Source: an optimization exercise on an open RTL-to-GDS flow (aim: small area). Production flows keep margins and buffers that such runs may drop.
Only simulation tests tie the RTL to the original design; equivalence was not proved.
Power figures rest on the tool's default switching activity, not on a simulated workload.

before:
==> flow/design.v <==
module led_7_segment(
    input [3:0] b,
    output [6:0] led
);
    assign led[0] = (b[3] & ~b[0]);
    assign led[1] = (~b[2] & ~b[0]) | (b[2] & b[1] & b[0]);
    assign led[2] = (b[3] & ~b[2]);
    assign led[3] = ~((~b[3]) | (b[1] & b[0]));
    assign led[4] = (b[2]);
    assign led[5] = ~((~b[2] & ~b[1]) | (~b[3] & b[0]) | (b[2] & b[1]));
    assign led[6] = (b[3] & ~b[1]) | (~b[2] & ~b[1] & b[0]);
endmodule
module led_7_segment_b(
    input [3:0] b,
    output [6:0] led
);
    assign led[0] = (~b[2] & ~b[1] & b[0]);
    assign led[1] = ~((b[0]) | (b[2] & ~b[1]));
    assign led[2] = (~b[3] & ~b[1] & ~b[0]);
    assign led[3] = (~b[2] & b[0]);
    assign led[4] = (b[3]) | (~b[2]);
    assign led[5] = (~b[3] & ~b[1] & ~b[0]) | (b[3] & b[0]);
    assign led[6] = ~((~b[3] & ~b[1]) | (~b[0]) | (b[3] & b[2]));
endmodule
module led_7_segment_c(
    input [2:0] b,
    output [6:0] led
);
    assign led[0] = (~b[2] & b[1]) | (b[2] & ~b[1]);
    assign led[1] = (b[1] & ~b[0]);
    assign led[2] = (~b[1] & b[0]);
    assign led[3] = (~b[2] & b[1]) | (b[2] & ~b[1]);
    assign led[4] = (~b[2] & b[1]) | (~b[0]);
    assign led[5] = (~b[2]);
    assign led[6] = (b[1] & b[0]);
endmodule
module led_7_segment_d(
    input [2:0] b,
    output [6:0] led
);
    assign led[0] = (b[2]);
    assign led[1] = (~b[2] & ~b[1] & ~b[0]);
    assign led[2] = (~b[2] & ~b[1] & b[0]);
    assign led[3] = (b[2]);
    assign led[4] = (b[2]) | (~b[0]);
    assign led[5] = (~b[2] & ~b[1] & b[0]) | (b[2] & ~b[0]) | (b[1] & ~b[0]);
    assign led[6] = (b[2] & ~b[0]) | (b[1] & b[0]);
endmodule
module timer_group3_final
(
input wire sys_clk,
input wire set_time_increase,
input wire set_time_decrease,
input wire start,
input wire pause,
input wire reset,
output wire [6:0] min1_led,
output wire [6:0] min0_led,
output wire [6:0] sec1_led,
output wire [6:0] sec0_led,
output wire blink_led
);
function [3:0] decA(input [3:0] x);
    decA = {(~x[3] & ~x[0]) | (x[1] & x[0]),
        (x[1]) | (~x[2]),
        ~((x[1] & ~x[0]) | (x[3] & ~x[1]) | (~x[2] & x[0])),
        (~x[1] & ~x[0]) | (~x[3])};
endfunction
function [3:0] decB(input [3:0] x);
    decB = {(~x[3]),
        (x[3] & x[2]) | (~x[2] & x[0]) | (x[1] & x[0]),
        ~((x[2] & x[1]) | (~x[0])),
        (~x[1])};
endfunction
function [3:0] incB(input [3:0] x);
    incB = {(~x[3]),
        (x[3] & ~x[2]) | (x[2] & ~x[1]),
        (~x[0]),
        (x[2] & ~x[0]) | (x[1])};
endfunction
function [2:0] decC(input [2:0] x);
    decC = {(x[1]),
        (x[0]),
        (~x[2])};
endfunction
function [2:0] decD(input [2:0] x);
    decD = {(~x[2] & ~x[1]),
        (x[2]),
        (~x[0])};
endfunction
function [2:0] incD(input [2:0] x);
    incD = {(x[1]),
        (~x[2] & ~x[1]),
        (~x[0])};
endfunction
function zA(input [3:0] x);
    zA = (~x[2] & ~x[1] & x[0]);
endfunction
function oneA(input [3:0] x);
    oneA = (x[3] & ~x[1] & ~x[0]);
endfunction
function zB(input [3:0] x);
    zB = (~x[3] & x[1] & x[0]);
endfunction
function nineB(input [3:0] x);
    nineB = (x[3] & x[2] & ~x[1]);
endfunction
function zC(input [2:0] x);
    zC = (x[2] & x[0]);
endfunction
function zD(input [2:0] x);
    zD = (x[1] & x[0]);
endfunction
reg [5:0] dv;
wire dv_fb = (dv[0] & ~dv[3] & ~dv[4] & ~dv[5]) | (~dv[0] & dv[3] & ~dv[4] & ~dv[5]) | (dv[0] & dv[3] & ~dv[4] & ~dv[5]) | (~dv[0] & ~dv[3] & ~dv[4] & dv[5]) | (~dv[0] & ~dv[3] & dv[4] & dv[5]) | (dv[0] & ~dv[3] & dv[4] & dv[5]) | (~dv[0] & dv[3] & dv[4] & dv[5]) | (dv[0] & dv[3] & dv[4] & dv[5]);
wire tick = ~dv[0] & dv[1] & dv[2] & ~dv[3] & dv[4];
always @(posedge sys_clk or posedge reset)
    if (reset) dv <= 6'd20;
    else dv <= {dv[4:0], dv_fb};
reg [2:0] m1;
reg [3:0] m0;
reg a, b, led;
reg T;
reg [2:0] d3, d1;
reg [3:0] d2, d0;
wire btn  = ~set_time_increase | ~set_time_decrease;
wire go   = start & ~pause;
wire idle = ~T & ~b;
wire [2:0] s3 = idle ? m1 : d3;
wire [3:0] s2 = idle ? m0 : d2;
wire [2:0] s1 = idle ? 3'd7 : d1;
wire [3:0] s0 = idle ? 4'd1 : d0;
wire z0 = zA(s0);
wire z1 = zC(s1);
wire z2 = zB(s2);
wire at_one = zD(s3) & z2 & z1 & oneA(s0);
wire preset_nz = ~zD(m1) | ~zB(m0);
always @(posedge sys_clk or posedge reset)
    if (reset) begin
        m1 <= 3'd3;
        m0 <= 4'd7;
        T <= 1'b0;
        a <= 1'b1;
        b <= 1'b0;
        led <= 1'b0;
    end else if (tick) begin
        led <= T & ~led;
        if (!T) begin
            if (!start) begin
                a <= btn;
                b <= b & ~btn;
                if (!set_time_increase) begin
                    m0 <= incB(m0);
                    if (nineB(m0)) m1 <= incD(m1);
                end else if (!set_time_decrease && preset_nz) begin
                    m0 <= decB(m0);    
                    if (zB(m0)) m1 <= decD(m1);
                end
            end else if (b) begin
                if (at_one) begin
                    T <= 1'b1;
                    a <= pause;
                    b <= 1'b0;
                end
            end else if (!a && preset_nz)
                b <= 1'b1;
        end else begin
            a <= ~go & ~b;
            b <= b | (go & ~a);
        end
    end
always @(posedge sys_clk)
    if (tick) begin
        if (!T) begin
            if (idle || go) begin
                d0 <= decA(s0);
                if (z0) d1 <= decC(s1);
                if (z0 & z1) d2 <= decB(s2);
                d3 <= (z0 & z1 & z2) ? decD(s3) : s3;
            end
        end else if (go)
            d0 <= a ? decA(d0) : 4'd1;
    end
led_7_segment_d leg1_min (.b(s3), .led(min1_led));
led_7_segment_b leg0_min (.b(s2), .led(min0_led));
led_7_segment_c leg1_sec (.b(s1), .led(sec1_led));
led_7_segment   leg0_sec (.b(s0), .led(sec0_led));
assign blink_led = led;
endmodule
export LEC_CHECK = 0
export ABC_AREA = 1
export CAP_MARGIN = 20
export CORE_MARGIN = 2
export CORE_UTILIZATION = 40
export CTS_BUF_LIST = sky130_fd_sc_hd__clkbuf_4
export CTS_CLUSTER_SIZE = 40
export SLEW_MARGIN = 20
create_clock -name core_clock -period 10.0 [get_ports {sys_clk}]
standard.sh (not shown) runs the stock make flow with config.mk's settings and CLKGATE_MAP_FILE= SYNTH_SCRIPT=/design/flow/synth_recipe.tcl, a recipe that flattens the netlist after the stock synthesis.
==> flow/flow/run.sh <==
#!/bin/bash
set -o pipefail
export PRE_FLOORPLAN_TCL="$PWD/flow/downsize.tcl"
export BUFFER_PORTS_ARGS="-buffer_cell sky130_fd_sc_hd__buf_1"
export CTS_ARGS="-sink_clustering_enable -repair_clock_nets -dont_use_dummy_load -sink_clustering_size 40 -buf_list sky130_fd_sc_hd__clkbuf_4"
bash standard.sh > standard.log 2>&1
==> flow/flow/downsize.tcl <==
# Swap every combinational cell that synthesis gave more than the smallest
# drive strength for the smallest variant of the same cell; slack is large,
# and the later repair steps upsize again wherever slew or capacitance need it.
set db [ord::get_db]
set block [ord::get_db_block]
set n 0
foreach inst [$block getInsts] {
  set name [[$inst getMaster] getName]
  if {![regexp {^sky130_fd_sc_hd__([a-z0-9]+)_([0-9]+)$} $name -> base drv]} { continue }
  if {[regexp {^(df|edf|sdf|sed|dl|clk|conb|tap|fill|decap|lpflow)} $base]} { continue }
  foreach d {0 1 2 4} {
    if {$d >= $drv} { break }
    set nm [$db findMaster "sky130_fd_sc_hd__${base}_$d"]
    if {$nm != "NULL"} {
      $inst swapMaster $nm
      incr n
      break
    }
  }
}
puts "downsize.tcl: swapped $n cells to a smaller drive strength"
[inputs] after vs before
-- flow/design.v --
<<< before, line 4
);
    assign led[0] = (b[3] & ~b[0]);
    assign led[1] = (~b[2] & ~b[0]) | (b[2] & b[1] & b[0]);
    assign led[2] = (b[3] & ~b[2]);
    assign led[3] = ~((~b[3]) | (b[1] & b[0]));
    assign led[4] = (b[2]);
    assign led[5] = ~((~b[2] & ~b[1]) | (~b[3] & b[0]) | (b[2] & b[1]));
    assign led[6] = (b[3] & ~b[1]) | (~b[2] & ~b[1] & b[0]);
endmodule
>>> after, line 4
);
    assign led[0] = (b[3] & ~b[0]);
    assign led[1] = (b[3] & b[1] & b[0]);
    assign led[2] = (~b[2] & ~b[0]);
    assign led[3] = ~((~b[3]) | (b[1] & b[0]));
    assign led[4] = (b[2]);
    assign led[5] = ~((b[1]) | (~b[3] & b[0]));
    assign led[6] = (b[3] & ~b[1]) | (~b[2] & ~b[1] & b[0]);
endmodule
<<< before, line 62
);
function [3:0] decA(input [3:0] x);
    decA = {(~x[3] & ~x[0]) | (x[1] & x[0]),
        (x[1]) | (~x[2]),
        ~((x[1] & ~x[0]) | (x[3] & ~x[1]) | (~x[2] & x[0])),
        (~x[1] & ~x[0]) | (~x[3])};
endfunction
function [3:0] decB(input [3:0] x);
>>> after, line 62
);
function [3:0] decA(input [3:0] x);
    decA = {~((x[2] & ~x[0]) | (~x[3] & ~x[1] & x[0])),
        (x[1]) | (~x[2]),
        ~((~x[0]) | (~x[3] & ~x[2])),
        ~((~x[3] & ~x[0]) | (x[2] & x[1]))};
endfunction
function [3:0] decB(input [3:0] x);
<<< before, line 153
                    m0 <= incB(m0);
                    if (nineB(m0)) m1 <= incD(m1);
                end else if (!set_time_decrease && preset_nz) begin
                    m0 <= decB(m0);    
                    if (zB(m0)) m1 <= decD(m1);
                end
            end else if (b) begin
>>> after, line 153
                    m0 <= incB(m0);
                    if (nineB(m0)) m1 <= incD(m1);
                end else if (!set_time_decrease) begin
                    if (!zB(m0)) m0 <= decB(m0);
                    else if (!zD(m1)) begin
                        m0 <= 4'd12;
                        m1 <= decD(m1);
                    end
                end
            end else if (b) begin
<<< before, line 175
            if (idle || go) begin
                d0 <= decA(s0);
                if (z0) d1 <= decC(s1);
                if (z0 & z1) d2 <= decB(s2);
                d3 <= (z0 & z1 & z2) ? decD(s3) : s3;
            end
>>> after, line 178
            if (idle || go) begin
                d0 <= decA(s0);
                d1 <= z0 ? decC(s1) : s1;
                d2 <= (z0 & z1) ? decB(s2) : s2;
                d3 <= (z0 & z1 & z2) ? decD(s3) : s3;
            end
### Flow results
before -> after: power flat
Per the comparison of after with before, multi-input gate area in the final layout went up by about 8%; non-clock buffer contribution to total cell area went up by 0.57 points; critical path depth went up by 1.
after vs. before: arrival time reported for the critical path endpoint saw a decrease, minimum clock period after layout now sits lower, cell area up 3.1%.

==> port drivers added, routing unchanged <==
The flow's constraints put no driver on any port. The routed layouts listed below were extracted and timed again, unchanged, in two steps.
Step 1 (the two cells are an assumption about what drives the block):
set clk [get_ports {sys_clk}]
set_driving_cell -lib_cell sky130_fd_sc_hd__clkbuf_16 $clk
set_driving_cell -lib_cell sky130_fd_sc_hd__buf_2 [delete_from_list [all_inputs] $clk]
Step 2 also shifts input and output timing later by t, the mid clock arrival at the registers, as if the neighbouring blocks saw the same clock.
Three values: no drivers, after step 1, after step 2; two values: the first two.
run | shift t [ns] | setup WS [ns] | worst setup path at the end | clock arrival spread, ns | slew at the worst register clock pin (ns)
before | 0.337 | 5.684 / 5.661 / 5.998 | register to output | 0.021 / 0.021 | 0.10 / 0.10
after | 0.344 | 5.825 / 5.800 / 6.144 | register to output | 0.020 / 0.020 | 0.10 / 0.10
After both steps setup and hold are still met in every run listed.
